From an optimization exercise on the open Yosys and OpenROAD flow, aimed at small area, a short achievable clock period and few clock cycles; shortcuts taken in it are not production practice. The RTL was checked by simulation tests, not by an equivalence proof against the original design.

==> flow/design.v, too long to show whole: its modules and the start of the top module <==
// module csa_fa: 6 lines
// module csa_ha: 6 lines
// module gan_nu: 1417 lines
// module GAN_shared_hw: 200 lines
module GAN_shared_hw (x1, x2, x3, x4,
                     w_l1_11, w_l1_12, w_l1_13, w_l1_14, w_l1_21, w_l1_22, w_l1_23, w_l1_24, w_l1_31, w_l1_32, w_l1_33, w_l1_34, w_l1_41, w_l1_42, w_l1_43, w_l1_44, b_l1_1, b_l1_2, b_l1_3, b_l1_4,
                     w_l2_11, w_l2_12, w_l2_21, w_l2_22, w_l2_31, w_l2_32, w_l2_41, w_l2_42, b_l2_1, b_l2_2,
                     w_l3_11, w_l3_21, b_l3_1,
                     w_l4_11, b_l4_1,
                     w_l5_11, b_l5_1,
                     w_l6_11, w_l6_12, b_l6_1, b_l6_2,
                     w_l7_11, w_l7_12, w_l7_13, w_l7_14, w_l7_21, w_l7_22, w_l7_23, w_l7_24, b_l7_1, b_l7_2, b_l7_3, b_l7_4,
                     w_l8_11, w_l8_12, w_l8_13, w_l8_14, w_l8_21, w_l8_22, w_l8_23, w_l8_24, w_l8_31, w_l8_32, w_l8_33, w_l8_34, w_l8_41, w_l8_42, w_l8_43, w_l8_44, b_l8_1, b_l8_2, b_l8_3, b_l8_4,
                     f1, f2, f3, f4, Done, Start, Reset, Clock);
  // ...
==> flow/flow/run.sh <==
#!/bin/bash
# The standard layout (synthesis included), with the port buffers made
# of the smallest buffer cell.
set -euo pipefail
export BUFFER_PORTS_ARGS="-buffer_cell sky130_fd_sc_hd__buf_1"
bash standard.sh finish > standard_flow.log 2>&1
==> flow/standard.sh <==
#!/bin/bash
# synth_recipe.tcl (not shown) runs the flow's synth.tcl, then flattens the netlist and writes it again
# the make line also repeats each setting of config.mk as NAME=value (left out here)
make -C /OpenROAD-flow-scripts/flow DESIGN_CONFIG=/design/flow/config.mk WORK_HOME=/design/flow/orfs CLKGATE_MAP_FILE= SYNTH_SCRIPT=/design/flow/synth_recipe.tcl "${@:-finish}"
==> flow/config.mk <==
export PLATFORM = sky130hd
export DESIGN_NAME = GAN_shared_hw
export DESIGN_NICKNAME = GAN_shared_hw
export VERILOG_FILES = /design/flow/design.v
export SDC_FILE = /design/flow/constraint.sdc
export NUM_CORES = 4
export LEC_CHECK = 0
export CAP_MARGIN = 20
export CORE_MARGIN = 2
export CORE_UTILIZATION = 40
export SETUP_SLACK_MARGIN = 5
export SLEW_MARGIN = 60
export SYNTH_HIERARCHICAL = 1
==> flow/constraint.sdc <==
create_clock -name core_clock -period 12.5 [get_ports {Clock}]
set_input_delay 2.5000 -clock core_clock [delete_from_list [all_inputs] [get_ports {Clock}]]
set_output_delay 2.5000 -clock core_clock [all_outputs]
set_load 0.01 [all_outputs]
==> reports/results.tsv, run 1 <==
metric	value	unit
Non-clock buffers	852	
Post-synth top cells	a22oi_1, xnor2_1, fa_1	
# rows	132	
H-tree levels	3	
DRC	0	
Worst setup SP type	flip-flop	
Post-Syn Instances	4425	
Total GRT Usage	0.291	
Post-synth EDFFs	508	
Ys Warns	7	
grt peak-use layer	met2	
crit share post-route	0.573	
initial cell density of the core	0.404	
CTS tree	done	
critical path's largest stage delay	0.59	ns
met1 wire length	73.1	mm
post-synthesis mux area share	0.00319	
post-CTS sizing	0	
core box area	0.130	mm^2
Area contributors post-synth	edfxtp_1, fa_1, xnor2_1, a22oi_1, dfxtp_1	
final hold slack	0.544	ns
status	complete, no violations	
syn avg cell area	11.9	um^2
setup repair bufs after CTS	0	
Testbench counts, summed over its fixed seeds: cycles 4,160.
==> run 2, diff against run 1 <==
--- a/flow/config.mk
+++ b/flow/config.mk
@@ -9,3 +9,4 @@
 export CORE_MARGIN = 2
-export CORE_UTILIZATION = 40
+export CORE_UTILIZATION = 60
+export CTS_BUF_LIST = sky130_fd_sc_hd__clkbuf_8
 export SETUP_SLACK_MARGIN = 5
==> run 2 against run 1 <==
  * Cell count is 7.4% lower
  * Design area shrank 1.5%
  * Utilization increased by 22 points
  * Critical path depth fell by 1
  * Wire length is 0.15% higher
  * Count of clock-buffer cells in the layout up 20
  * Maximum frequency shrank 2.6%
  * Worst setup slack worse by 0.19 ns
  * Synthesized cell count is the same
  * Highest routed layer unchanged
  * Clock skew shrank 0.015 ns
==> reports/results.tsv, run 2 <==
metric	value	unit	change
status	complete, no violations		unchanged
Ys Warns	7		unchanged
port bufs	591		unchanged
Async SR Flop Fraction	0		unchanged
die height	300	um	was 366 um
largest net degree at the start of global routing	96		was 92
Setup CP Type	reg2reg		unchanged
top cell type's share of synthesized area	0.291		unchanged
library cells used by synthesis	81		unchanged
I/O pins	594		unchanged
Worst setup SP type	flip-flop		unchanged
Worst R2R End	act0[15]		was act1[5]
CP cell instances	buf_4 > a22oi_1 > xnor2_1 > fa_1 > fa_1 > fa_1 > fa_1 > fa_1 > ha_1 > a21o_1 > o21bai_1 > a211oi_2 > a2bb2oi_1 > a211o_1 > o211ai_4 > buf_6 > buf_4 > nor3_1 > nand2_1 > a31oi_1		was buf_4 > buf_4 > a22oi_1 > xnor2_1 > fa_1 > fa_1 > fa_1 > fa_1 > fa_1 > ha_1 > and2_1 > nand3_1 > nor3_2 > o211ai_1 > a211o_1 > o211ai_4 > buf_6 > buf_4 > nor3_1 > a221oi_1 > nor2_1
setup repair bufs after CTS	0		unchanged
Post-synth EDFFs	508		unchanged
dominant cell type by area after synthesis	edfxtp_1		unchanged
die width	300	um	was 366 um
CTS Sinks	601		unchanged
ratio of cells with drive above 1 in the final layout	0.0999		was 0.0955
DR pass1 iterations	12		was 7
first-pass GRT wire length	289	mm	about the same
hold path endpoint	e10[0]		was e13[0]
syn avg cell area	11.9	um^2	unchanged
Reg clk slew, reported paths	0.07	ns	was 0.06 ns
root buf cell	clkbuf_8		was clkbuf_16
CTS tree	done		unchanged
Inst Count DP	6073		was 6,647
synthesized area	0.0525	mm^2	unchanged
Top cell by count, worst path	fa_1		unchanged
Worst Skew	0.0531	ns	was 0.0680 ns
antenna viol nets, final	0		unchanged
dominant synthesized flop cell	edfxtp_1		unchanged
count leader, synth	a22oi_1		unchanged
Yosys reg bits	601		unchanged
HPWL Detailed	149	mm	was 156 mm
worst skew pair latency	0.79	ns	was 0.71 ns
Worst Tran Pin Value	0.614	ns	was 0.596 ns
core box area	0.0868	mm^2	was 0.130 mm^2
Vias	42500		was 41.3k
wire per inst	31.4	um	was 29.0 um
Max Freq	136	MHz	was 140 MHz
unrepaired setup endpoints after global routing	false		unchanged
initial antenna violation count	19		was 23
Avg Vias per Cell	6.75		was 6.07
H-tree levels	3		unchanged
max cap viols	0		unchanged
crit share post-route	0.588		was 0.573
DRC	0		unchanged
nets	6266		was 6,225
worst reg2reg path depth	20		was 21
vias in the first global route	42900		was 42.2k
sequential cell area fraction in the yosys report	0.326		unchanged
final hold slack	0.525	ns	was 0.544 ns
gp weighted congestion	0.983		was 0.916
initial cell density of the core	0.605		was 0.404
flop2flop setup slack	5.15	ns	was 5.34 ns
crit end category	flip-flop		unchanged
Total GRT Usage	0.440		was 0.291
Post-synth top cells	a22oi_1, xnor2_1, fa_1		unchanged
CTS max path bufs	3		unchanged
CP Max Fanout	32		was 12
CP max-delay cell	fa_1		unchanged
final cell count without fillers	6299		was 6,803
worst hold path class	reg2reg		unchanged
Setup TNS	0	ns	unchanged
# hold bufs at CTS	0		unchanged
Hold Path Depth	1		was 2
Final setup viols	0		unchanged
synthesis-to-layout area growth	13.2	%	was 14.9%
worst reg2reg startpoint	e00[0]		was act0[25]
Tmin final	7.36	ns	was 7.16 ns
DRT iter0 DRCs	6010		was 4,601
commonest non-fill, non-tap cell in the layout	a22oi_1		unchanged
Worst Hold Launch	s_w6_12[0]		was s_w8_42[0]
Worst Path Required	13.12	ns	was 12.89 ns
DRT Wirelength	198	mm	was 197 mm
die area	0.0899	mm^2	was 0.134 mm^2
CTS buffer count	100		was 72
commonest non-fill, non-tap cells in the layout	a22oi_1, xnor2_1, fa_1, buf_1, edfxtp_1		unchanged
Area contributors post-synth	edfxtp_1, fa_1, xnor2_1, a22oi_1, dfxtp_1		unchanged
setup ws final	5.15	ns	was 5.34 ns
Post-Syn Instances	4425		unchanged
grt ovf	0		unchanged
Place WS	5.43	ns	was 5.34 ns
Final Hold Viols	0		unchanged
worst relative slew slack	0.587		was 0.602
crit path DAT	7.97	ns	was 7.55 ns
Slew Limit Fails	0		unchanged
critical path's largest stage delay	0.72	ns	was 0.59 ns
# rows	108		was 132
final core utilization	0.685		was 0.464
-- run 2: cell counts after synthesis --
Identical to the previous run, type by type.
-- run 2: final cells by class --
cell class	instances	area, um^2
multi-input combinational	3419	34000
antenna	18	45.0
tap	1155	1450
inverter	54	215
fill	6670	27300
clock buffer	110	1510
clock inverter	77	427
sequential	601	17200
timing repair buffer	865	4620
-- run 2: what timing repair did --
action | 4_1_cts | 5_1_grt
resized for setup | 0 | 1
setup endpoints to repair | 0 | 1
hold endpoints to repair | 0 | 0
-- run 2: worst max-delay path by stage --
| stage | start | to | slack (ns) | depth (start not counted) |
|---|---|---|---|---|
| 3_5_place_dp | act1[5] | act0[15] | 5.43 | 20 |
| 5_1_grt | e00[0] | act0[15] | 5.01 | 20 |
| 2_1_floorplan | cyc[0] | act0[0] | 5.25 | 10 |
| 3_3_place_gp | e10[5] | act1[25] | 5.29 | 17 |
| 6_report | e00[0] | act0[15] | 5.15 | 20 |
| 4_1_cts | act1[5] | act0[15] | 5.38 | 20 |
-- run 2: cell families after synthesis --
logic type,after synthesis,share of synthesized area
AOI/OAI and AO/OA,1308,0.187
xor gates and xnor gates,783,0.131
adders and majority gates,760,0.274
DFF,601,0.326
and+or+nand+nor,551,0.0476
buffers and inverters,406,0.0318
muxes,15,0.00319
other,1,0.0000714
-- run 2: Yosys stat by module (local to each module, per instance) --
module,cells,area (um^2),times used,flops+latches
csa_ha,1,12.5,14,0
csa_fa,1,20.0,634,0
gan_nu,1138,8280,2,0
GAN_shared_hw,1501,23100,1,601
-- run 2: per-stage QoR --
stage	area, um^2
floorplan	52500
global placement	55700
detailed placement	57100
CTS	59000
global route	59400
finish	59400
-- run 2: critical path, delay by kind of cell (launching register included) --
kind | cells | cell delay, ns
AOI/OAI and AO/OA | 8 | 1.94
xor gates and xnor gates | 1 | 0.19
adders and majority gates | 6 | 3.24
buffers and inverters | 3 | 0.89
DFF | 1 | 0.31
and+or+nand+nor | 2 | 0.62
-- run 2: per-layer routing --
metal,vias to the layer above,routed length [um],track usage
li1,17500,-,-
met1,20900,69300,0.565
met2,3358,90700,0.678
met3,665,23800,0.119
met4,8,13700,0.251
met5,-,46,0
==> run 3, diff against run 2 <==
==> flow/flow/run.sh (replaced) <==
#!/bin/bash
set -euo pipefail
export BUFFER_PORTS_ARGS="-buffer_cell sky130_fd_sc_hd__buf_1"
bash standard.sh SETUP_SLACK_MARGIN=9 finish > standard_flow.log 2>&1
--- a/flow/config.mk
+++ b/flow/config.mk
@@ -11,3 +11,2 @@
 export CTS_BUF_LIST = sky130_fd_sc_hd__clkbuf_8
-export SETUP_SLACK_MARGIN = 5
 export SLEW_MARGIN = 60
==> run 3 against run 2 <==
  * Wire length is 4.7% higher
  * Clock skew is 0.011 ns higher
  * First-iteration DRC count is 6.1% higher
  * Synthesized cell count stayed put
  * Non-clock buffer count is 350 higher
  * Die area stayed put
  * Design area is 12% higher
  * Utilization is 8.5 points higher
==> reports/results.tsv, run 3 <==
metric	value	unit	change
# hold bufs at CTS	0		unchanged
Tmin final	6.39	ns	was 7.36 ns
Final setup viols	0		unchanged
Ys Warns	7		unchanged
sequential cell area fraction in the yosys report	0.326		unchanged
count leader, synth	a22oi_1		unchanged
CTS buffer count	95		was 100
# rows	108		unchanged
DRT iter0 DRCs	6375		was 6,010
syn avg cell area	11.9	um^2	unchanged
crit end category	flip-flop		unchanged
CTS tree	done		unchanged
Setup CP Type	reg2reg		unchanged
CP Max Fanout	8		was 32
Setup TNS	0	ns	unchanged
setup ws final	6.11	ns	was 5.15 ns
placed cell areas	0.0577	mm^2	was 0.0571 mm^2
DR pass1 iterations	8		was 12
flop2flop setup slack	6.11	ns	was 5.15 ns
largest net degree at the start of global routing	78		was 96
worst path bufs/invs	5		was 3
HPWL Detailed	145	mm	was 149 mm
dominant cell type by area after synthesis	edfxtp_1		unchanged
CP max-delay cell	fa_1		unchanged
Post-synth top cells	a22oi_1, xnor2_1, fa_1		unchanged
commonest non-fill, non-tap cell in the layout	xnor2_1		was a22oi_1
library cells used by synthesis	81		unchanged
critical path's largest stage delay	0.59	ns	was 0.72 ns
initial cell density of the core	0.605		unchanged
dominant synthesized flop cell	edfxtp_1		unchanged
CTS Sinks	601		unchanged
root buf cell	clkbuf_8		unchanged
die width	300	um	unchanged
Finished Cell Area	0.0668	mm^2	was 0.0594 mm^2
Yosys reg bits	601		unchanged
Vias	45500		was 42.5k
Worst setup SP type	flip-flop		unchanged
die area	0.0899	mm^2	unchanged
initial antenna violation count	24		was 19
Max Freq	157	MHz	was 136 MHz
CTS max path bufs	3		unchanged
worst skew pair latency	0.78	ns	was 0.79 ns
core box area	0.0868	mm^2	unchanged
grt ovf	0		unchanged
Post-Syn Instances	4425		unchanged
Top cell by count, worst path	fa_1		unchanged
I/O pins	594		unchanged
Worst Path Required	12.97	ns	was 13.12 ns
first-pass GRT wire length	299	mm	was 289 mm
synthesis-to-layout area growth	27.1	%	was 13.2%
unrepaired setup endpoints after global routing	true		was false
H-tree levels	3		unchanged
Async SR Flop Fraction	0		unchanged
Area contributors post-synth	edfxtp_1, fa_1, xnor2_1, a22oi_1, dfxtp_1		unchanged
Slew Limit Fails	0		unchanged
Worst Tran Pin Value	0.628	ns	was 0.614 ns
DRC	0		unchanged
antenna viol nets, final	0		unchanged
Place WS	5.63	ns	was 5.43 ns
Avg Vias per Cell	6.85		was 6.75
DRT Wirelength	207	mm	was 198 mm
worst relative slew slack	0.581		was 0.587
Worst Skew	0.0637	ns	was 0.0531 ns
port bufs	591		unchanged
vias in the first global route	45500		was 42.9k
status	complete, no violations		unchanged
commonest non-fill, non-tap cells in the layout	xnor2_1, a22oi_1, fa_1, edfxtp_1, buf_1		was a22oi_1, xnor2_1, fa_1, buf_1, edfxtp_1
CP cell instances	buf_6 > a22oi_1 > xnor2_1 > fa_1 > fa_1 > fa_2 > fa_1 > fa_2 > ha_4 > and3_4 > nand2_4 > nor3_4 > buf_6 > a2bb2oi_4 > a211o_1 > o211ai_4 > buf_12 > buf_12 > buf_16 > nor2_4 > a221oi_2 > nor2_1		was buf_4 > a22oi_1 > xnor2_1 > fa_1 > fa_1 > fa_1 > fa_1 > fa_1 > ha_1 > a21o_1 > o21bai_1 > a211oi_2 > a2bb2oi_1 > a211o_1 > o211ai_4 > buf_6 > buf_4 > nor3_1 > nand2_1 > a31oi_1
worst hold path class	reg2reg		unchanged
synthesized area	0.0525	mm^2	unchanged
top cell type's share of synthesized area	0.291		unchanged
Inst Count DP	6071		was 6,073
crit path DAT	6.85	ns	was 7.97 ns
Crit path max-delay family	adder cells		unchanged
Final Hold Viols	0		unchanged
final core utilization	0.769		was 0.685
max cap viols	0		unchanged
Reg clk slew, reported paths	0.06	ns	was 0.07 ns
Post-synth EDFFs	508		unchanged
crit share post-route	0.511		was 0.588
wire per inst	31.1	um	was 31.4 um
ratio of cells with drive above 1 in the final layout	0.262		was 0.0999
final cell count without fillers	6643		was 6,299
gp weighted congestion	0.969		was 0.983
nets	6611		was 6,266
Total GRT Usage	0.451		was 0.440
die height	300	um	unchanged
run 3: cell counts after synthesis:
Identical to the previous run, type by type.
run 3: layout make-up:
type / count / area, um^2
Tap cell: 1155 / 1450
Clock buffer: 102 / 1400
Clock inverter: 74 / 478
Sequential cell: 601 / 17200
Timing Repair Buffer: 1215 / 9010
Multi-Input combinational cell: 3419 / 37000
Fill cell: 5719 / 20000
Antenna cell: 23 / 57.6
Inverter: 54 / 234
run 3: per-layer routing:
layer,vias up,GRT usage,routed length (um)
met5,-,0,65
met3,925,0.0852,23000
met4,10,0.308,18100
li1,18300,-,-
met1,22400,0.578,70500
met2,3868,0.699,95000
run 3: worst min-delay path, stage by stage (launching register included):
cell and delay (ns):
edfxtp_1 0.34, a22oi_1 0.07, nand3_1 0.10
run 3: logic make-up after synthesis:
family / count (synthesis) / synth area share
compound gates: 1308 / 0.187
xor+xnor: 783 / 0.131
fa+ha+maj: 760 / 0.274
flops: 601 / 0.326
simple gates: 551 / 0.0476
buf+inv: 406 / 0.0318
mux: 15 / 0.00319
other cells: 1 / 0.0000714
run 3: final timing paths:
check	endpoint	cells after the start	startpoint
max	act1[6]	22	act3[15]
min	e13[0]	2	s_w8_42[0]
max reg2reg	act1[6]	22	act3[15]
min reg2reg	e13[0]	2	s_w8_42[0]
run 3: repair_timing:
item	CTS	global route
setup buffers	272	88
pin swaps	265	142
gates cloned	7	1
setup endpoints to repair	565	415
resized for setup	687	256
run 3: through the flow:
stage,hold WS [ns]
5_1_grt,0.582
3_3_place_gp,0.531
3_5_place_dp,0.500
4_1_cts,0.535
2_1_floorplan,0.473
6_report,0.543
run 3: modules after synthesis (local to each module, per instance):
| module | times used | cells | area (um^2) |
|---|---|---|---|
| GAN_shared_hw | 1 | 1501 | 23100 |
| csa_fa | 634 | 1 | 20.0 |
| csa_ha | 14 | 1 | 12.5 |
| gan_nu | 2 | 1138 | 8280 |
==> run 4, diff against run 3 <==
==> flow/flow/run.sh (replaced) <==
#!/bin/bash
set -euo pipefail
export BUFFER_PORTS_ARGS="-buffer_cell sky130_fd_sc_hd__buf_1"
bash standard.sh SETUP_SLACK_MARGIN=7 finish > standard_flow.log 2>&1
--- a/flow/config.mk
+++ b/flow/config.mk
@@ -7,2 +7,3 @@
 export LEC_CHECK = 0
+export ABC_AREA = 1
 export CAP_MARGIN = 20
==> run 4 against run 3 <==
  * Clock skew is 0.016 ns higher
  * Hold slack better by 0.0068 ns
  * Sequential share of layout area decreased by 0.35 points
  * Largest cell class unchanged
  * Area after synthesis grew 4.4%
  * Register-to-register slack better by 0.45 ns
  * Die area up 4.4%
  * Count of clock-buffer cells in the layout is 3 higher
  * Synthesized cell count grew 30%
  * Sequential cell count did not move
==> reports/results.tsv, run 4 <==
metric	value	unit	change
DR pass1 iterations	8		unchanged
Area contributors post-synth	edfxtp_1, fa_1, xor2_1, o22ai_1, nand2_1		was edfxtp_1, fa_1, xnor2_1, a22oi_1, dfxtp_1
Final Hold Viols	0		unchanged
root buf cell	clkbuf_8		unchanged
setup ws final	6.57	ns	was 6.11 ns
hold path endpoint	e00[0]		was e13[0]
Worst Skew	0.0798	ns	was 0.0637 ns
Yosys reg bits	601		unchanged
flop2flop setup slack	6.57	ns	was 6.11 ns
synthesized area	0.0548	mm^2	was 0.0525 mm^2
Post-synth EDFFs	508		unchanged
port bufs	591		unchanged
vias in the first global route	47500		was 45.5k
wire per inst	28.5	um	was 31.1 um
worst skew pair latency	0.79	ns	was 0.78 ns
Hold Path Depth	2		unchanged
I/O pins	594		unchanged
dominant cell type by area after synthesis	edfxtp_1		unchanged
critical path's largest stage delay	0.58	ns	was 0.59 ns
Top cell by count, worst path	fa_1		unchanged
initial antenna violation count	34		was 24
max cap viols	0		unchanged
Worst Hold Launch	s_w2_11[0]		was s_w8_42[0]
die width	306	um	was 300 um
Final setup viols	0		unchanged
Worst Tran Pin Value	0.604	ns	was 0.628 ns
die height	306	um	was 300 um
Tmin final	5.93	ns	was 6.39 ns
Setup TNS	0	ns	unchanged
Avg Vias per Cell	6.26		was 6.85
CTS Sinks	601		unchanged
CTS tree	done		unchanged
sequential cell area fraction in the yosys report	0.312		was 0.326
dominant synthesized flop cell	edfxtp_1		unchanged
CP cell instances	buf_12 > clkinvlp_4 > o22ai_2 > xor2_1 > fa_1 > fa_1 > fa_1 > fa_1 > fa_1 > ha_4 > nand2_4 > inv_1 > nand2_1 > nand2_2 > nand2_1 > nand2_2 > a21oi_4 > nand3_4 > buf_12 > nand2_8 > nor2_4 > o21ai_1 > o21ai_1		was buf_6 > a22oi_1 > xnor2_1 > fa_1 > fa_1 > fa_2 > fa_1 > fa_2 > ha_4 > and3_4 > nand2_4 > nor3_4 > buf_6 > a2bb2oi_4 > a211o_1 > o211ai_4 > buf_12 > buf_12 > buf_16 > nor2_4 > a221oi_2 > nor2_1
Place WS	5.82	ns	was 5.63 ns
Setup CP Type	reg2reg		unchanged
CP max-delay cell	fa_1		unchanged
Worst R2R End	act0[25]		was act1[6]
Total GRT Usage	0.467		was 0.451
count leader, synth	nand2_1		was a22oi_1
H-tree levels	3		unchanged
Ys Warns	7		unchanged
antenna viol nets, final	0		unchanged
Worst setup SP type	flip-flop		unchanged
nets	7727		was 6,611
crit end category	flip-flop		unchanged
unrepaired setup endpoints after global routing	true		unchanged
Reg clk slew, reported paths	0.06	ns	about the same
worst reg2reg path depth	23		was 22
crit share post-route	0.475		was 0.511
grt ovf	0		unchanged
Worst Path Required	12.95	ns	was 12.97 ns
Post-Syn Instances	5753		was 4,425
top cell type's share of synthesized area	0.278		was 0.291
DRT Wirelength	222	mm	was 207 mm
status	complete, no violations		unchanged
# rows	110		was 108
Async SR Flop Fraction	0		unchanged
library cells used by synthesis	41		was 81
HPWL Detailed	165	mm	was 145 mm
ratio of cells with drive above 1 in the final layout	0.212		was 0.262
initial cell density of the core	0.607		was 0.605
worst reg2reg startpoint	act3[17]		was act3[15]
worst hold path class	reg2reg		unchanged
commonest non-fill, non-tap cells in the layout	nand2_1, xor2_1, fa_1, buf_1, inv_1		was xnor2_1, a22oi_1, fa_1, edfxtp_1, buf_1
commonest non-fill, non-tap cell in the layout	nand2_1		was xnor2_1
CTS max path bufs	3		unchanged
largest net degree at the start of global routing	125		was 78
first-pass GRT wire length	318	mm	was 299 mm
CTS buffer count	98		was 95
Post-synth top cells	nand2_1, xor2_1, o22ai_1		was a22oi_1, xnor2_1, fa_1
Slew Limit Fails	0		unchanged
Max Freq	169	MHz	was 157 MHz
final hold slack	0.550	ns	was 0.543 ns
die area	0.0938	mm^2	was 0.0899 mm^2
synthesis-to-layout area growth	23.6	%	was 27.1%
syn avg cell area	9.53	um^2	was 11.9 um^2
DRC	0		unchanged
gp weighted congestion	1.05		was 0.969
DRT iter0 DRCs	6593		was 6,375
core box area	0.0903	mm^2	was 0.0868 mm^2
Vias	48700		was 45.5k
Fillers	6502		was 5,719
CP Max Fanout	7		was 8
worst relative slew slack	0.594		was 0.581
crit path DAT	6.38	ns	was 6.85 ns
## run 4: changes by cell type in the layout (fill, tap and decap cells not counted), sizes merged, moves of 214 or more
| cell | previous run | this run |
|---|---|---|
| a22oi | 776 | 1 |
| buf | 1146 | 932 |
| inv | 86 | 655 |
| nand2 | 220 | 1128 |
| o22ai | 13 | 688 |
| xnor2 | 757 | 63 |
| xor2 | 26 | 710 |
## run 4: cells by family (layout without fill, tap and decap cells)
kind of cell / Yosys count / after routing / share of synthesized area
other: 1 / 31 / 0.0000684
xor gates and xnor gates: 773 / 773 / 0.123
and+or+nand+nor: 1697 / 1703 / 0.128
adders and majority gates: 760 / 760 / 0.262
AOI/OAI and AO/OA: 938 / 938 / 0.103
buffers and inverters: 983 / 1803 / 0.0712
DFF: 601 / 601 / 0.312
## run 4: per-stage QoR
| stage | area [um^2] | util | instances |
|---|---|---|---|
| after global placement | 57800 | 0.640 | 7288 |
| after global routing | 67800 | 0.751 | 7781 |
| after CTS | 65500 | 0.726 | 7691 |
| after detailed placement | 58000 | 0.642 | 7291 |
| final | 67800 | 0.751 | 7785 |
| after floorplan | 54900 | - | 5754 |
## run 4: per-module statistics from Yosys, one instance, submodules excluded
module         cells  flops+latches
gan_nu          1498              0
csa_fa             1              0
GAN_shared_hw   2109            601
csa_ha             1              0
## run 4: routing by layer
layer	global-route usage	vias to the layer above	share of wire
li1	-	20600	-
met3	0.128	929	0.12
met1	0.562	23500	0.34
met4	0.396	0	0.10
met2	0.700	3762	0.44
met5	0	-	0
## run 4: how the worst max path moves through the flow
stage | start | to | slack, ns | depth (start not counted)
6_report | act3[17] | act0[25] | 6.57 | 23
5_1_grt | act3[17] | act0[19] | 6.42 | 22
4_1_cts | act1[17] | act0[26] | 6.77 | 24
3_5_place_dp | act0[23] | act3[16] | 5.82 | 19
3_3_place_gp | e00[2] | act0[5] | 5.35 | 19
2_1_floorplan | e12[1] | act1[15] | 7.06 | 26
## run 4: layout make-up
cell class	instances	area, um^2	share of cell area
clock inverters	73	504	0.00744
repair buffers	933	5960	0.0879
flip-flops and latches	601	17200	0.254
inverters	681	2910	0.0430
multi-input cells	4176	38100	0.562
repair inverters	11	106	0.00157
diodes	29	72.6	0.00107
well taps	1176	1470	0.0217
clock buffers	105	1450	0.0213
## run 4: timing repair
action / 4_1_cts / 5_1_grt
gates cloned: 20 / 0
pin swaps: 346 / 227
buffers inserted: 202 / 62
resized for setup: 835 / 360
endpoints found under the setup margin: 191 / 192
hold buffers: 0 / 0
## run 4: worst max-delay path, delay by kind of cell, from the launching register on
family                   cells  cell delay (ns)
buffers and inverters        4             0.62
adder cells (fa/ha/maj)      6             2.81
AO/OA/AOI/OAI                4             0.63
AND/OR/NAND/NOR              8             0.87
flip-flops                   1             0.48
XOR/XNOR                     1             0.22
==> run 5, diff against run 4 <==
--- a/flow/config.mk
+++ b/flow/config.mk
@@ -7,3 +7,2 @@
 export LEC_CHECK = 0
-export ABC_AREA = 1
 export CAP_MARGIN = 20
==> run 5 against run 4 <==
  * Via count is 8.6% lower
  * Clock skew shrank 0.019 ns
  * Sequential share of layout area up 1.4 points
  * Global-route usage is 1.7 points lower
  * Design area fell by 5.4%
  * Die area fell by 4.2%
  * Area after synthesis fell by 4.3%
  * Register-to-register slack got worse by 0.45 ns
  * First-iteration DRC count down 4.2%
  * Still clean
  * Highest routed layer unchanged
  * Synthesized cell count shrank 23%
  * Critical endpoint is now act1[8]
==> reports/results.tsv, run 5 <==
metric	value	unit	change
Async SR Flop Fraction	0		unchanged
die area	0.0899	mm^2	was 0.0938 mm^2
Top cell by count, worst path	fa_1		unchanged
nets	6488		was 7,727
core box area	0.0868	mm^2	was 0.0903 mm^2
crit path DAT	6.85	ns	was 6.38 ns
die height	300	um	was 306 um
Final setup viols	0		unchanged
sequential cell area fraction in the yosys report	0.326		was 0.312
dominant cell type by area after synthesis	edfxtp_1		unchanged
crit share post-route	0.511		was 0.475
gp weighted congestion	0.967		was 1.05
CTS tree	done		unchanged
DR pass1 iterations	10		was 8
CTS Sinks	601		unchanged
Post-Syn Instances	4425		was 5,753
initial cell density of the core	0.605		was 0.607
crit end category	flip-flop		unchanged
final cell count without fillers	6514		was 7,785
status	complete, no violations		unchanged
worst hold path class	reg2reg		unchanged
commonest non-fill, non-tap cell in the layout	xnor2_1		was nand2_1
die width	300	um	was 306 um
Fillers	6104		was 6,502
Tmin final	6.38	ns	was 5.93 ns
Yosys reg bits	601		unchanged
CP cell instances	buf_6 > a22oi_2 > xnor2_1 > fa_1 > fa_1 > fa_2 > fa_1 > fa_1 > ha_4 > nand2_4 > nor4bb_4 > or2_1 > o211ai_1 > a211o_1 > o211ai_4 > buf_12 > buf_16 > nor2_4 > a221oi_2 > nor2_1		was buf_12 > clkinvlp_4 > o22ai_2 > xor2_1 > fa_1 > fa_1 > fa_1 > fa_1 > fa_1 > ha_4 > nand2_4 > inv_1 > nand2_1 > nand2_2 > nand2_1 > nand2_2 > a21oi_4 > nand3_4 > buf_12 > nand2_8 > nor2_4 > o21ai_1 > o21ai_1
count leader, synth	a22oi_1		was nand2_1
worst skew pair latency	0.78	ns	was 0.79 ns
DRC	0		unchanged
dominant synthesized flop cell	edfxtp_1		unchanged
I/O pins	594		unchanged
library cells used by synthesis	81		was 41
Worst Tran Pin Value	0.598	ns	was 0.604 ns
grt ovf	0		unchanged
port bufs	591		unchanged
HPWL Detailed	147	mm	was 165 mm
initial antenna violation count	17		was 34
CTS buffer count	98		unchanged
largest net degree at the start of global routing	90		was 125
Area contributors post-synth	edfxtp_1, fa_1, xnor2_1, a22oi_1, dfxtp_1		was edfxtp_1, fa_1, xor2_1, o22ai_1, nand2_1
Slew Limit Fails	0		unchanged
max cap viols	0		unchanged
Crit path max-delay family	adder cells		unchanged
Total GRT Usage	0.451		was 0.467
wire per inst	31.4	um	was 28.5 um
multi-input logic area	0.0364	mm^2	was 0.0381 mm^2
# rows	108		was 110
commonest non-fill, non-tap cells in the layout	xnor2_1, a22oi_1, fa_1, buf_1, edfxtp_1		was nand2_1, xor2_1, fa_1, buf_1, inv_1
Setup TNS	0	ns	unchanged
H-tree levels	3		unchanged
Inst Count DP	6071		was 7,291
Sequential cell area	0.0172	mm^2	about the same
Reg clk slew, reported paths	0.07	ns	was 0.06 ns
synthesis-to-layout area growth	22.2	%	was 23.6%
worst path bufs/invs	3		was 4
DRT Wirelength	205	mm	was 222 mm
first-pass GRT wire length	298	mm	was 318 mm
ratio of cells with drive above 1 in the final layout	0.208		was 0.212
worst relative slew slack	0.601		was 0.594
Vias	44500		was 48.7k
setup ws final	6.12	ns	was 6.57 ns
root buf cell	clkbuf_8		unchanged
Avg Vias per Cell	6.83		was 6.26
# hold bufs at CTS	0		unchanged
Worst setup SP type	flip-flop		unchanged
CTS max path bufs	3		unchanged
Setup CP Type	reg2reg		unchanged
unrepaired setup endpoints after global routing	true		unchanged
top cell type's share of synthesized area	0.291		was 0.278
Worst Skew	0.0603	ns	was 0.0798 ns
Post-synth EDFFs	508		unchanged
DRT iter0 DRCs	6316		was 6,593
Post-synth top cells	a22oi_1, xnor2_1, fa_1		was nand2_1, xor2_1, o22ai_1
critical path's largest stage delay	0.58	ns	about the same
Final Hold Viols	0		unchanged
CP max-delay cell	fa_1		unchanged
Max Freq	157	MHz	was 169 MHz
Ys Warns	7		unchanged
Worst Path Required	12.97	ns	was 12.95 ns
Place WS	5.50	ns	was 5.82 ns
antenna viol nets, final	0		unchanged
syn avg cell area	11.9	um^2	was 9.53 um^2
synthesized area	0.0525	mm^2	was 0.0548 mm^2
vias in the first global route	44800		was 47.5k
CP Max Fanout	8		was 7
## run 5: changes by cell type after synthesis, sizes merged, moves of 82 or more
cell | previous run | this run
a21o | 3 | 85
a22oi | 1 | 776
inv | 663 | 51
nand2 | 1122 | 220
nand3 | 179 | 50
nor2 | 321 | 150
o22ai | 688 | 13
xnor2 | 63 | 757
xor2 | 710 | 26
## run 5: layer usage
| metal | GRT usage | wire length [um] | vias up |
|---|---|---|---|
| met2 | 0.708 | 95000 | 3724 |
| li1 | - | - | 18000 |
| met5 | 0 | 0 | - |
| met4 | 0.285 | 16600 | 0 |
| met3 | 0.0861 | 22500 | 794 |
| met1 | 0.580 | 70600 | 22000 |
## run 5: final timing paths
| path | startpoint | endpoint | slack (ns) | cells past startpoint |
|---|---|---|---|---|
| setup / recovery | act0[2] | act1[8] | 6.12 | 20 |
| setup reg to reg | act0[2] | act1[8] | 6.12 | 20 |
| hold / removal | done_r | done_r | 0.55 | 2 |
| hold reg to reg | done_r | done_r | 0.55 | 2 |
## run 5: area by class of cell
type | instances | share of cell area
Multi-Input combinational cell | 3419 | 0.568
Antenna cell | 19 | 0.000741
Clock inverter | 68 | 0.00618
Tap cell | 1155 | 0.0225
Inverter | 54 | 0.00335
Timing Repair Buffer | 1089 | 0.108
Clock buffer | 109 | 0.0234
Sequential cell | 601 | 0.267
## run 5: cells by family (layout without fill, tap and decap cells)
logic type	Yosys count	in the layout	synth area share
multiplexers	15	15	0.00319
flip-flops	601	601	0.326
buffers and inverters	406	1320	0.0318
AND/OR/NAND/NOR	551	551	0.0476
other	1	21	0.0000714
AO/OA/AOI/OAI	1308	1308	0.187
XOR/XNOR	783	783	0.131
adder cells (fa/ha/maj)	760	760	0.274
## run 5: modules after synthesis, one instance, submodules excluded
module	cells inside	area, um^2
GAN_shared_hw	1501	23100
csa_ha	1	12.5
gan_nu	1138	8280
csa_fa	1	20.0
## run 5: per-stage QoR
step	hold WS, ns	area (um^2)	utilization
2_1_floorplan	0.473	54200	-
3_3_place_gp	0.528	56900	0.656
3_5_place_dp	0.535	58200	0.671
4_1_cts	0.545	63100	0.728
5_1_grt	0.572	64100	0.739
6_report	0.547	64100	0.739
## run 5: timing repair
action                     CTS  global route
gates resized for setup    290            90
setup endpoints to repair  191           189
buffers inserted           184            46
pin swaps                  222           108
gates cloned                 6             3
## run 5: worst register-to-register path: stages (launching register included)
cell      delay [ns]
edfxtp_1        0.53
buf_6           0.21
a22oi_2         0.18
xnor2_1         0.18
fa_1            0.53
fa_1            0.58
fa_2            0.48
fa_1            0.54
fa_1            0.47
ha_4            0.32
nand2_4         0.06
nor4bb_4        0.42
or2_1           0.23
o211ai_1        0.16
a211o_1         0.36
o211ai_4        0.12
buf_12          0.16
buf_16          0.17
nor2_4          0.07
a221oi_2        0.26
nor2_1          0.07
==> run 6, diff against run 5 <==
==> flow/flow/run.sh (replaced) <==
#!/bin/bash
set -euo pipefail
export BUFFER_PORTS_ARGS="-buffer_cell sky130_fd_sc_hd__buf_1"
bash standard.sh SETUP_SLACK_MARGIN=6 finish > standard_flow.log 2>&1
--- a/flow/config.mk
+++ b/flow/config.mk
@@ -11,3 +11,3 @@
 export CTS_BUF_LIST = sky130_fd_sc_hd__clkbuf_8
-export SLEW_MARGIN = 60
+export SLEW_MARGIN = 30
 export SYNTH_HIERARCHICAL = 1
==> run 6 against run 5 <==
  * Wire length rose by 3.6%
  * Critical path type unchanged
  * First-iteration DRC count rose by 8.6%
  * Cell count fell by 0.78%
  * Largest cell class unchanged
==> reports/results.tsv, run 6 <==
metric	value	unit	change
status	complete, no violations		unchanged
commonest non-fill, non-tap cells in the layout	xnor2_1, a22oi_1, fa_1, buf_1, edfxtp_1		unchanged
Worst R2R End	act1[20]		was act1[8]
worst reg2reg startpoint	act2[13]		was act0[2]
critical path's largest stage delay	0.63	ns	was 0.58 ns
nets	6435		was 6,488
worst skew pair latency	0.81	ns	was 0.78 ns
Vias	44800		was 44.5k
die width	300	um	unchanged
commonest non-fill, non-tap cell in the layout	xnor2_1		unchanged
first-pass GRT wire length	299	mm	was 298 mm
antenna viol nets, final	0		unchanged
Setup CP Type	reg2reg		unchanged
Post-synth EDFFs	508		unchanged
Post-Syn Instances	4425		unchanged
library cells used by synthesis	81		unchanged
CP Max Fanout	7		was 8
crit end category	flip-flop		unchanged
Setup TNS	0	ns	unchanged
Area contributors post-synth	edfxtp_1, fa_1, xnor2_1, a22oi_1, dfxtp_1		unchanged
dominant cell type by area after synthesis	edfxtp_1		unchanged
CTS max path bufs	3		unchanged
wire per inst	32.8	um	was 31.4 um
setup ws final	6.04	ns	was 6.12 ns
Slew Limit Fails	0		unchanged
sequential cell area fraction in the yosys report	0.326		unchanged
vias in the first global route	43400		was 44.8k
core box area	0.0868	mm^2	unchanged
worst path bufs/invs	5		was 3
largest net degree at the start of global routing	116		was 90
Post-synth top cells	a22oi_1, xnor2_1, fa_1		unchanged
initial antenna violation count	14		was 17
port bufs	591		unchanged
count leader, synth	a22oi_1		unchanged
initial cell density of the core	0.605		unchanged
Place WS	4.82	ns	was 5.50 ns
Worst Path Required	13.01	ns	was 12.97 ns
synthesized area	0.0525	mm^2	unchanged
synthesis-to-layout area growth	20.4	%	was 22.2%
DR pass1 iterations	8		was 10
die height	300	um	unchanged
Worst Skew	0.0781	ns	was 0.0603 ns
CTS buffer count	98		unchanged
Hold Path Depth	1		was 2
die area	0.0899	mm^2	unchanged
syn avg cell area	11.9	um^2	unchanged
CP cell instances	buf_4 > buf_12 > a22oi_1 > xnor2_1 > fa_1 > fa_1 > fa_1 > fa_2 > fa_1 > ha_4 > and3_4 > nand2_1 > nor3_4 > buf_4 > a2bb2oi_4 > a211o_1 > o211ai_4 > buf_12 > clkbuf_16 > a2111oi_4 > a221oi_1 > nor2_1		was buf_6 > a22oi_2 > xnor2_1 > fa_1 > fa_1 > fa_2 > fa_1 > fa_1 > ha_4 > nand2_4 > nor4bb_4 > or2_1 > o211ai_1 > a211o_1 > o211ai_4 > buf_12 > buf_16 > nor2_4 > a221oi_2 > nor2_1
gp weighted congestion	0.966		was 0.967
worst reg2reg path depth	22		was 20
Final setup viols	0		unchanged
Avg Vias per Cell	6.93		was 6.83
Tmin final	6.46	ns	was 6.38 ns
HPWL Detailed	147	mm	about the same
CTS Sinks	601		unchanged
DRT Wirelength	212	mm	was 205 mm
Yosys reg bits	601		unchanged
Async SR Flop Fraction	0		unchanged
# rows	108		unchanged
DRC	0		unchanged
Levels on crit path	22		was 20
unrepaired setup endpoints after global routing	true		unchanged
Crit path max-delay family	adder cells		unchanged
dominant synthesized flop cell	edfxtp_1		unchanged
Top cell by count, worst path	fa_1		unchanged
Ys Warns	7		unchanged
root buf cell	clkbuf_8		unchanged
Final Hold Viols	0		unchanged
I/O pins	594		unchanged
Worst setup SP type	flip-flop		unchanged
grt ovf	0		unchanged
max cap viols	0		unchanged
final core utilization	0.728		was 0.739
CTS tree	done		unchanged
Total GRT Usage	0.460		was 0.451
crit share post-route	0.517		was 0.511
CP startpoint	act2[13]		was act0[2]
ratio of cells with drive above 1 in the final layout	0.175		was 0.208
Fillers	6293		was 6,104
hold path endpoint	e10[0]		was done_r
Worst Hold Launch	s_w6_12[0]		was done_r
top cell type's share of synthesized area	0.291		unchanged
crit path DAT	6.98	ns	was 6.85 ns
Reg clk slew, reported paths	0.08	ns	was 0.07 ns
Max Freq	155	MHz	was 157 MHz
worst relative slew slack	0.273		was 0.601
DRT iter0 DRCs	6859		was 6,316
Worst Tran Pin Value	1.09	ns	was 0.598 ns
CP max-delay cell	fa_1		unchanged
final hold slack	0.546	ns	was 0.547 ns
flop2flop setup slack	6.04	ns	was 6.12 ns
H-tree levels	3		unchanged
worst hold path class	reg2reg		unchanged
## run 6: changes by cell type in the layout (fill, tap and decap cells not counted), moves of 22 or more
cell	change
nor2_1	+27
nor2_4	-33
a221oi_2	-22
fa_2	-22
a22oi_2	-44
a22oi_1	+44
buf_4	-33
fa_1	+22
a221oi_1	+23
buf_12	+69
buf_6	-73
## run 6: cell type report
type                            instances  area (um^2)  share of cell area
Sequential cell                       601        17200               0.272
Antenna cell                           16         40.0            0.000634
Timing Repair Buffer                 1036         7000               0.111
Clock inverter                         75          463             0.00733
Inverter                               54          210             0.00333
Tap cell                             1155         1450              0.0229
Clock buffer                          107         1470              0.0233
Multi-Input combinational cell       3419        35400               0.560
## run 6: metal layers
layer,track usage,share of wire
met4,0.331,0.097
met5,0,0
met2,0.701,0.45
met1,0.584,0.34
met3,0.104,0.12
## run 6: per-module statistics from Yosys, one instance, submodules excluded
| module | cells | area, um^2 | copies in the design | flip-flops and latches |
|---|---|---|---|---|
| gan_nu | 1138 | 8280 | 2 | 0 |
| csa_fa | 1 | 20.0 | 634 | 0 |
| csa_ha | 1 | 12.5 | 14 | 0 |
| GAN_shared_hw | 1501 | 23100 | 1 | 601 |
## run 6: stage by stage
stage,cell area [um^2],cells
2_1_floorplan,52500,4426
3_3_place_gp,55700,5945
3_5_place_dp,55800,5950
4_1_cts,60900,6380
5_1_grt,63200,6458
6_report,63200,6463
## run 6: what timing repair did
item	in CTS	in global routing
setup endpoints to repair	186	168
hold buffers	0	0
resized for setup	77	324
pin swaps	6	126
setup buffers	248	60
gates cloned	0	7
## run 6: logic make-up (layout without fill, tap and decap cells)
group,count (synthesis),count (layout),share of synthesized area
AO/OA/AOI/OAI,1308,1308,0.187
XOR/XNOR,783,783,0.131
adder cells (fa/ha/maj),760,760,0.274
flip-flops,601,601,0.326
AND/OR/NAND/NOR,551,551,0.0476
buffers and inverters,406,1272,0.0318
multiplexers,15,15,0.00319
other,1,18,0.0000714
## run 6: how the worst max path moves through the flow
| stage | end |
|---|---|
| 3_3_place_gp | act0[11] |
| 2_1_floorplan | act1[28] |
| 3_5_place_dp | act0[11] |
| 5_1_grt | act1[20] |
| 4_1_cts | act0[20] |
| 6_report | act1[20] |
==> run 7, diff against run 6 <==
--- a/flow/config.mk
+++ b/flow/config.mk
@@ -11,3 +11,3 @@
 export CTS_BUF_LIST = sky130_fd_sc_hd__clkbuf_8
-export SLEW_MARGIN = 30
+export SLEW_MARGIN = 60
 export SYNTH_HIERARCHICAL = 1
==> run 7 against run 6 <==
  * Still clean
  * Area after synthesis unchanged
  * Via count decreased by 2.0%
  * Utilization decreased by 1.5 points
  * Register-to-register slack improved by 0.02 ns
  * Design area decreased by 2.1%
  * Hold slack got worse by 0.019 ns
  * Synthesized cell count unchanged
  * Sequential cell count unchanged
  * Sequential share of layout area increased by 0.57 points
  * Global-route usage decreased by 1.0 points
  * Highest routed layer is now met5
==> reports/results.tsv, run 7 <==
metric	value	unit	change
Async SR Flop Fraction	0		unchanged
flop2flop setup slack	6.05	ns	was 6.04 ns
CP cell instances	buf_4 > buf_4 > a22oi_1 > xnor2_1 > fa_2 > fa_1 > fa_1 > fa_1 > fa_2 > ha_4 > nand3_1 > a21oi_1 > or2_1 > o211ai_1 > a211o_1 > o211ai_4 > buf_8 > buf_6 > nor2_1 > a221oi_2 > nor2_1		was buf_4 > buf_12 > a22oi_1 > xnor2_1 > fa_1 > fa_1 > fa_1 > fa_2 > fa_1 > ha_4 > and3_4 > nand2_1 > nor3_4 > buf_4 > a2bb2oi_4 > a211o_1 > o211ai_4 > buf_12 > clkbuf_16 > a2111oi_4 > a221oi_1 > nor2_1
syn avg cell area	11.9	um^2	unchanged
largest net degree at the start of global routing	116		unchanged
vias in the first global route	42500		was 43.4k
Slew Limit Fails	0		unchanged
die height	300	um	unchanged
root buf cell	clkbuf_8		unchanged
I/O pins	594		unchanged
worst path bufs/invs	4		was 5
Worst setup SP type	flip-flop		unchanged
max cap viols	0		unchanged
critical path's largest stage delay	0.61	ns	was 0.63 ns
initial antenna violation count	14		unchanged
DRC	0		unchanged
core box area	0.0868	mm^2	unchanged
commonest non-fill, non-tap cells in the layout	xnor2_1, a22oi_1, fa_1, buf_1, edfxtp_1		unchanged
crit end category	flip-flop		unchanged
die width	300	um	unchanged
Fillers	6394		was 6,293
count leader, synth	a22oi_1		unchanged
Finished Cell Area	0.0619	mm^2	was 0.0632 mm^2
Setup CP Type	reg2reg		unchanged
antenna viol nets, final	0		unchanged
Hold Path Depth	1		unchanged
# hold bufs at CTS	0		unchanged
port bufs	591		unchanged
Worst Tran Pin Value	0.617	ns	was 1.09 ns
CTS max path bufs	3		unchanged
DR pass1 iterations	7		was 8
worst relative slew slack	0.589		was 0.273
# rows	108		unchanged
Final setup viols	0		unchanged
H-tree levels	3		unchanged
Worst Skew	0.0665	ns	was 0.0781 ns
Area contributors post-synth	edfxtp_1, fa_1, xnor2_1, a22oi_1, dfxtp_1		unchanged
ratio of cells with drive above 1 in the final layout	0.156		was 0.175
Post-Syn Instances	4425		unchanged
final hold slack	0.527	ns	was 0.546 ns
die area	0.0899	mm^2	unchanged
Max Freq	155	MHz	about the same
Worst Hold Launch	s_w6_12[0]		unchanged
Post-synth EDFFs	508		unchanged
dominant synthesized flop cell	edfxtp_1		unchanged
worst hold path class	reg2reg		unchanged
largest family of logic cells by synthesized area	adder cells		unchanged
compound-gate portion of the synthesized area	0.187		unchanged
worst reg2reg path depth	21		was 22
crit share post-route	0.516		was 0.517
Worst Path Required	13.05	ns	was 13.01 ns
CP Max Fanout	8		was 7
post-synthesis mux area share	0.00319		unchanged
nets	6377		was 6,435
Setup TNS	0	ns	unchanged
sequential cell area fraction in the yosys report	0.326		unchanged
Ys Warns	7		unchanged
placed cell areas	0.0568	mm^2	was 0.0558 mm^2
wire per inst	32.1	um	was 32.8 um
Synth Area in Adders	0.274		unchanged
hold path endpoint	e10[0]		unchanged
DRT Wirelength	205	mm	was 212 mm
synthesized area	0.0525	mm^2	unchanged
initial cell density of the core	0.605		unchanged
first-pass GRT wire length	294	mm	was 299 mm
Total GRT Usage	0.450		was 0.460
CTS Sinks	601		unchanged
gp weighted congestion	0.966		unchanged
Place WS	5.31	ns	was 4.82 ns
CTS tree	done		unchanged
grt ovf	0		unchanged
setup ws final	6.05	ns	was 6.04 ns
CP max-delay cell	fa_2		was fa_1
CTS buffer count	99		was 98
HPWL Detailed	151	mm	was 147 mm
unrepaired setup endpoints after global routing	true		unchanged
Tmin final	6.45	ns	was 6.46 ns
dominant cell type by area after synthesis	edfxtp_1		unchanged
Post-synth top cells	a22oi_1, xnor2_1, fa_1		unchanged
Worst R2R End	act1[4]		was act1[20]
crit path DAT	7.00	ns	was 6.98 ns
Top cell by count, worst path	fa_1		unchanged
Crit path max-delay family	adder cells		unchanged
Avg Vias per Cell	6.86		was 6.93
DRT iter0 DRCs	6640		was 6,859
post-synthesis simple-gate area fraction	0.0476		unchanged
top cell type's share of synthesized area	0.291		unchanged
worst reg2reg startpoint	act1[5]		was act2[13]
XOR/XNOR Fraction of Synth Area	0.131		unchanged
Final Hold Viols	0		unchanged
final core utilization	0.713		was 0.728
library cells used by synthesis	81		unchanged
worst skew pair latency	0.80	ns	was 0.81 ns
Reg clk slew, reported paths	0.07	ns	was 0.08 ns
Yosys reg bits	601		unchanged
Vias	43900		was 44.8k
commonest non-fill, non-tap cell in the layout	xnor2_1		unchanged
synthesis-to-layout area growth	17.9	%	was 20.4%
status	complete, no violations		unchanged
## run 7: stage by stage
| stage | cells |
|---|---|
| 2_1_floorplan | 4426 |
| 3_3_place_gp | 5945 |
| 3_5_place_dp | 6036 |
| 4_1_cts | 6310 |
| 5_1_grt | 6392 |
| 6_report | 6399 |
## run 7: logic make-up (layout without fill, tap and decap cells)
family,after synthesis,after routing
muxes,15,15
DFF,601,601
other,1,18
buffers and inverters,406,1208
xor gates and xnor gates,783,783
adders and majority gates,760,760
and+or+nand+nor,551,551
AOI/OAI and AO/OA,1308,1308
## run 7: what timing repair did
action | 4_1_cts | 5_1_grt
pin swaps | 10 | 89
cloned | 1 | 2
setup endpoints to repair | 169 | 161
resized for setup | 79 | 222
setup buffers | 96 | 64
## run 7: metal layers
layer,vias up,part of all wire,GRT usage
li1,17800,-,-
met2,3669,0.46,0.703
met5,-,0.00015,0
met4,4,0.081,0.267
met3,737,0.12,0.0934
met1,21700,0.35,0.584
## run 7: final cells by class
cell class / instances / area, um^2 / share of cell area
Antenna cell: 16 / 40.0 / 0.000647
Clock buffer: 114 / 1570 / 0.0254
Clock inverter: 63 / 470 / 0.00760
Inverter: 54 / 219 / 0.00354
Multi-Input combinational cell: 3419 / 35200 / 0.569
Sequential cell: 601 / 17200 / 0.277
Tap cell: 1155 / 1450 / 0.0233
Timing Repair Buffer: 977 / 5770 / 0.0932
## run 7: how the worst max path moves through the flow
stage | depth (start not counted) | start | end
6_report | 21 | act1[5] | act1[4]
5_1_grt | 21 | act0[4] | act1[4]
4_1_cts | 20 | act1[7] | act0[17]
3_5_place_dp | 19 | act3[12] | act0[11]
3_3_place_gp | 18 | act1[7] | act0[11]
2_1_floorplan | 18 | e12[8] | act1[28]
## run 7: per-module statistics from Yosys, one instance, submodules excluded
module         cells inside  flops+latches  copies in the design  cell area, um^2
GAN_shared_hw          1501            601                     1            23100
gan_nu                 1138              0                     2             8280
csa_fa                    1              0                   634             20.0
csa_ha                    1              0                    14             12.5
==> run 8, diff against run 7 <==
--- a/flow/config.mk
+++ b/flow/config.mk
@@ -9,3 +9,3 @@
 export CORE_MARGIN = 2
-export CORE_UTILIZATION = 60
+export CORE_UTILIZATION = 70
 export CTS_BUF_LIST = sky130_fd_sc_hd__clkbuf_8
==> run 8 against run 7 <==
  * Worst setup slack got worse by 1.2 ns
  * Register-to-register slack got worse by 1.2 ns
  * Utilization rose by 12 points
  * Design area barely moved
  * Global-route usage rose by 7.8 points
  * Sequential cell count did not move
  * Non-clock buffer count rose by 16
==> reports/results.tsv, run 8 <==
metric	value	unit	change
Area contributors post-synth	edfxtp_1, fa_1, xnor2_1, a22oi_1, dfxtp_1		unchanged
commonest non-fill, non-tap cell in the layout	xnor2_1		unchanged
CP cell instances	buf_6 > a22oi_2 > xnor2_1 > fa_1 > fa_1 > fa_1 > fa_1 > fa_1 > ha_4 > nand3_2 > nor4bb_4 > or2_4 > o211ai_1 > a211o_1 > o211ai_4 > buf_12 > clkbuf_16 > nor2b_1 > a221oi_1 > nor2_1		was buf_4 > buf_4 > a22oi_1 > xnor2_1 > fa_2 > fa_1 > fa_1 > fa_1 > fa_2 > ha_4 > nand3_1 > a21oi_1 > or2_1 > o211ai_1 > a211o_1 > o211ai_4 > buf_8 > buf_6 > nor2_1 > a221oi_2 > nor2_1
crit share post-route	0.610		was 0.516
CP Max Fanout	31		was 8
setup ws final	4.88	ns	was 6.05 ns
dominant synthesized flop cell	edfxtp_1		unchanged
crit end category	flip-flop		unchanged
first-pass GRT wire length	300	mm	was 294 mm
Async SR Flop Fraction	0		unchanged
Worst Path Required	13.01	ns	was 13.05 ns
Post-synth top cells	a22oi_1, xnor2_1, fa_1		unchanged
synthesis-to-layout area growth	17.8	%	was 17.9%
largest net degree at the start of global routing	115		was 116
root buf cell	clkbuf_8		unchanged
Top cell by count, worst path	fa_1		unchanged
Finished Cell Area	0.0619	mm^2	about the same
Max Freq	131	MHz	was 155 MHz
Worst Skew	0.0764	ns	was 0.0665 ns
die area	0.0772	mm^2	was 0.0899 mm^2
initial antenna violation count	28		was 14
core box area	0.0743	mm^2	was 0.0868 mm^2
Final setup viols	0		unchanged
sequential cell area fraction in the yosys report	0.326		unchanged
count leader, synth	a22oi_1		unchanged
Fillers	3820		was 6,394
initial cell density of the core	0.707		was 0.605
top cell type's share of synthesized area	0.291		unchanged
Setup TNS	0	ns	unchanged
antenna viol nets, final	0		unchanged
commonest non-fill, non-tap cells in the layout	xnor2_1, a22oi_1, fa_1, buf_1, edfxtp_1		unchanged
syn avg cell area	11.9	um^2	unchanged
max cap viols	0		unchanged
placed cell areas	0.0566	mm^2	was 0.0568 mm^2
Place WS	5.52	ns	was 5.31 ns
nets	6389		was 6,377
grt ovf	0		unchanged
Avg Vias per Cell	7.77		was 6.86
Ys Warns	7		unchanged
die height	278	um	was 300 um
worst hold path class	reg2reg		unchanged
DRC	0		unchanged
H-tree levels	3		unchanged
CTS Sinks	601		unchanged
dominant cell type by area after synthesis	edfxtp_1		unchanged
Worst setup SP type	flip-flop		unchanged
CTS buffer count	95		was 99
ratio of cells with drive above 1 in the final layout	0.163		was 0.156
CTS tree	done		unchanged
final hold slack	0.555	ns	was 0.527 ns
worst relative slew slack	0.0145		was 0.589
status	complete, no violations		unchanged
CP max-delay cell	xnor2_1		was fa_2
Final Hold Viols	0		unchanged
Post-synth EDFFs	508		unchanged
crit path DAT	8.13	ns	was 7.00 ns
CTS max path bufs	3		unchanged
Tmin final	7.62	ns	was 6.45 ns
critical path's largest stage delay	1.16	ns	was 0.61 ns
Total GRT Usage	0.528		was 0.450
vias in the first global route	46000		was 42.5k
Post-Syn Instances	4425		unchanged
Setup CP Type	reg2reg		unchanged
synthesized area	0.0525	mm^2	unchanged
DRT Wirelength	221	mm	was 205 mm
unrepaired setup endpoints after global routing	true		unchanged
DRT iter0 DRCs	10000		was 6,640
port bufs	591		unchanged
Vias	48500		was 43.9k
wire per inst	35.5	um	was 32.1 um
library cells used by synthesis	81		unchanged
# rows	100		was 108
gp weighted congestion	1.00		was 0.966
Worst Tran Pin Value	1.47	ns	was 0.617 ns
Slew Limit Fails	0		unchanged
DR pass1 iterations	21		was 7
worst skew pair latency	0.81	ns	was 0.80 ns
I/O pins	594		unchanged
die width	278	um	was 300 um
Yosys reg bits	601		unchanged
HPWL Detailed	146	mm	was 151 mm
Reg clk slew, reported paths	0.07	ns	about the same
run 8: cell counts after synthesis:
Identical to the previous run, type by type.
run 8: cells by family (layout without fill, tap and decap cells):
group,Yosys count,after routing,share of synthesized area
adders and majority gates,760,760,0.274
buffers and inverters,406,1223,0.0318
AOI/OAI and AO/OA,1308,1308,0.187
DFF,601,601,0.326
and+or+nand+nor,551,551,0.0476
xor gates and xnor gates,783,783,0.131
muxes,15,15,0.00319
other,1,30,0.0000714
run 8: layout make-up:
class                      count  area, um^2  area share
clock inverter                77         538     0.00869
timing repair buffer         993        5910      0.0955
sequential                   601       17200       0.277
antenna                       28        70.1     0.00113
clock buffer                  99        1360      0.0220
inverter                      54         219     0.00354
multi-input combinational   3419       35400       0.572
tap                          969        1210      0.0196
run 8: worst max-delay path: cells and delay by family (launching register included):
kind                       cells  cell delay (ns)
AOI/OAI and AO/OA              5             1.07
adders and majority gates      6             3.16
DFF                            1             0.34
xor gates and xnor gates       1             1.16
and+or+nand+nor                5             0.97
buffers and inverters          3             0.62
run 8: path summary, 6_finish.rpt:
kind              startpoint      end  slack (ns)  cells after the start
hold reg to reg   s_w6_12[0]   e10[0]        0.55                      1
hold / removal    s_w6_12[0]   e10[0]        0.55                      1
setup / recovery      e11[3]  act1[0]        4.88                     20
setup reg to reg      e11[3]  act1[0]        4.88                     20
run 8: repair_timing:
item	CTS	global route
hold buffers	0	0
resized for setup	51	295
buffers inserted	32	123
pin swaps	4	130
gates cloned	0	1
setup endpoints to repair	151	157
hold endpoints to repair	0	0
run 8: Yosys stat by module, one instance, submodules excluded:
module | cell area (um^2) | copies in the design | cells inside
GAN_shared_hw | 23100 | 1 | 1501
csa_ha | 12.5 | 14 | 1
gan_nu | 8280 | 2 | 1138
csa_fa | 20.0 | 634 | 1
run 8: per-layer routing:
metal | wire length (um) | global-route usage | up-vias
met5 | 196 | 0 | -
met4 | 28000 | 0.423 | 16
met3 | 36300 | 0.163 | 1891
met2 | 91900 | 0.775 | 6042
met1 | 64900 | 0.649 | 22700
li1 | - | - | 17800
run 8: through the flow:
stage	std cells	utilization
after floorplan	4426	-
after global routing	6235	0.832
after CTS	6071	0.794
final	6240	0.833
after detailed placement	5863	0.762
after global placement	5741	0.745
==> run 9, diff against run 8 <==
--- a/flow/config.mk
+++ b/flow/config.mk
@@ -7,5 +7,6 @@
 export LEC_CHECK = 0
+export ABC_AREA = 1
 export CAP_MARGIN = 20
 export CORE_MARGIN = 2
-export CORE_UTILIZATION = 70
+export CORE_UTILIZATION = 60
 export CTS_BUF_LIST = sky130_fd_sc_hd__clkbuf_8
==> run 9 against run 8 <==
  * Still clean
  * Hold slack better by 0.0025 ns
  * Die area rose by 22%
  * Critical path depth stayed put
  * Utilization shrank 16 points
  * Area after synthesis rose by 4.4%
  * Critical endpoint is now act0[15]
==> reports/results.tsv, run 9 <==
metric	value	unit	change
largest family of logic cells by synthesized area	adder cells		unchanged
Worst setup SP type	flip-flop		unchanged
DRT Wirelength	208	mm	was 221 mm
worst reg2reg path depth	20		unchanged
dominant cell type by area after synthesis	edfxtp_1		unchanged
status	complete, no violations		unchanged
die area	0.0938	mm^2	was 0.0772 mm^2
DR pass1 iterations	6		was 21
Final Hold Viols	0		unchanged
crit share post-route	0.511		was 0.610
CP Max Fanout	31		unchanged
# hold bufs at CTS	0		unchanged
Area contributors post-synth	edfxtp_1, fa_1, xor2_1, o22ai_1, nand2_1		was edfxtp_1, fa_1, xnor2_1, a22oi_1, dfxtp_1
crit end category	flip-flop		unchanged
Worst R2R End	act0[15]		was act1[0]
die height	306	um	was 278 um
dominant synthesized flop cell	edfxtp_1		unchanged
Post-Syn Instances	5753		was 4,425
# rows	110		was 100
H-tree levels	3		unchanged
root buf cell	clkbuf_8		unchanged
commonest non-fill, non-tap cell in the layout	nand2_1		was xnor2_1
grt ovf	0		unchanged
XOR/XNOR Fraction of Synth Area	0.123		was 0.131
Reg clk slew, reported paths	0.06	ns	was 0.07 ns
library cells used by synthesis	41		was 81
Synth Area in Adders	0.262		was 0.274
die width	306	um	was 278 um
wire per inst	27.6	um	was 35.5 um
Async SR Flop Fraction	0		unchanged
Worst Tran Pin Value	0.618	ns	was 1.47 ns
Total GRT Usage	0.442		was 0.528
Fillers	7472		was 3,820
antenna viol nets, final	0		unchanged
nets	7482		was 6,389
Yosys reg bits	601		unchanged
post-synthesis simple-gate area fraction	0.128		was 0.0476
synthesized area	0.0548	mm^2	was 0.0525 mm^2
worst hold path class	reg2reg		unchanged
Avg Vias per Cell	6.16		was 7.77
CTS buffer count	98		was 95
port bufs	591		unchanged
CTS Sinks	601		unchanged
top cell type's share of synthesized area	0.278		was 0.291
Worst Path Required	13.05	ns	was 13.01 ns
max cap viols	0		unchanged
Post-synth top cells	nand2_1, xor2_1, o22ai_1		was a22oi_1, xnor2_1, fa_1
[run 9: worst max-delay path: cells and delay by family (launching register included)]
kind / cells / cell delay [ns]
buffers and inverters: 1 / 0.36
AND/OR/NAND/NOR: 7 / 1.34
flip-flops: 1 / 0.32
adder cells (fa/ha/maj): 6 / 2.99
XOR/XNOR: 1 / 0.22
AO/OA/AOI/OAI: 5 / 0.94
[run 9: layout make-up]
| type | instances | area (um^2) | share of cell area |
|---|---|---|---|
| Multi-Input combinational cell | 4172 | 34100 | 0.562 |
| Tap cell | 1176 | 1470 | 0.0242 |
| Antenna cell | 29 | 72.6 | 0.00120 |
| Timing Repair Buffer | 703 | 3350 | 0.0551 |
| Sequential cell | 601 | 17100 | 0.282 |
| Clock inverter | 73 | 504 | 0.00830 |
| Inverter | 681 | 2630 | 0.0433 |
| Clock buffer | 105 | 1450 | 0.0238 |
[run 9: routing by layer]
metal	wire, um	GRT usage	part of all wire
met4	21100	0.367	0.10
met1	72100	0.537	0.35
met5	20	0	0.000096
met2	92800	0.670	0.45
met3	22300	0.107	0.11
[run 9: how the worst max path moves through the flow]
stage	end	cells after the start	startpoint
2_1_floorplan	act1[15]	26	e12[1]
3_3_place_gp	act0[5]	19	e00[2]
3_5_place_dp	act3[16]	19	act0[23]
4_1_cts	act1[28]	21	act0[24]
5_1_grt	act0[16]	23	act0[21]
6_report	act0[15]	20	e03[5]
[run 9: modules after synthesis, one instance, submodules excluded]
module / cells / copies in the design / area (um^2)
csa_fa: 1 / 634 / 20.0
GAN_shared_hw: 2109 / 1 / 24200
gan_nu: 1498 / 2 / 8890
csa_ha: 1 / 14 / 12.5
[run 9: timing repair]
action                                  CTS  global route
endpoints found under the setup margin    7           140
hold endpoints to repair                  0             0
cloned                                    0             2
gates resized for setup                   1            46
pin swaps                                 0             1
setup buffers                             1            28
[run 9: cell families after synthesis]
family                     after synthesis
and+or+nand+nor                       1697
AOI/OAI and AO/OA                      938
buffers and inverters                  983
xor gates and xnor gates               773
other                                    1
DFF                                    601
adders and majority gates              760
[run 9: per-stage QoR]
stage	cell area, um^2	worst slack (ns)	hold WS, ns	cells	utilization
final	60700	6.11	0.557	7540	0.673
after detailed placement	58000	5.82	0.558	7291	0.642
after floorplan	54900	7.06	0.442	5754	-
after global routing	60700	5.94	0.595	7535	0.672
after CTS	59900	5.96	0.559	7470	0.664
after global placement	57800	5.35	0.522	7288	0.640

[separate check: timing with driven ports]
How much do the figures lean on ideal ports? The routed layouts below were timed once more, with nothing changed but the port constraints. Step 1: set_driving_cell puts a clkbuf_16 on Clock and a buf_2 on each other input, an assumption about the parent block. Step 2 adds t to the input delays and takes it off the output delays; t is the mean of the earliest and latest rising clock arrival at the registers after step 1. Input paths then give back, and output paths get back, about the clock's delay inside the block. a / b / c = ideal / step 1 / step 2; a / b = the first two.
run	shift t [ns]	setup slack, ns	hold slack, ns	worst setup path at the end	cell pins on the clock port's net
run 1	0.760	5.337 / 5.337 / 5.337	0.544 / 0.544 / 0.544	register to register	1
run 2	0.833	5.145 / 5.145 / 5.145	0.525 / 0.525 / 0.525	register to register	1
run 3	0.828	6.113 / 6.113 / 6.113	0.543 / 0.543 / 0.543	register to register	1
run 4	0.821	6.567 / 6.567 / 6.567	0.550 / 0.550 / 0.550	register to register	1
run 5	0.829	6.118 / 6.118 / 6.118	0.547 / 0.547 / 0.547	register to register	1
run 6	0.841	6.035 / 6.035 / 6.035	0.546 / 0.546 / 0.546	register to register	1
run 7	0.852	6.052 / 6.052 / 5.980	0.527 / 0.527 / 0.527	input to register	1
run 8	0.848	4.881 / 4.881 / 4.881	0.555 / 0.555 / 0.555	register to register	1
run 9	0.817	6.112 / 6.112 / 6.112	0.557 / 0.557 / 0.557	register to register	1
After both steps every run listed still meets setup and hold. For run 7, which loses most, drivers alone change the setup slack by 0.000 ns; drivers and shift together by -0.072 ns.
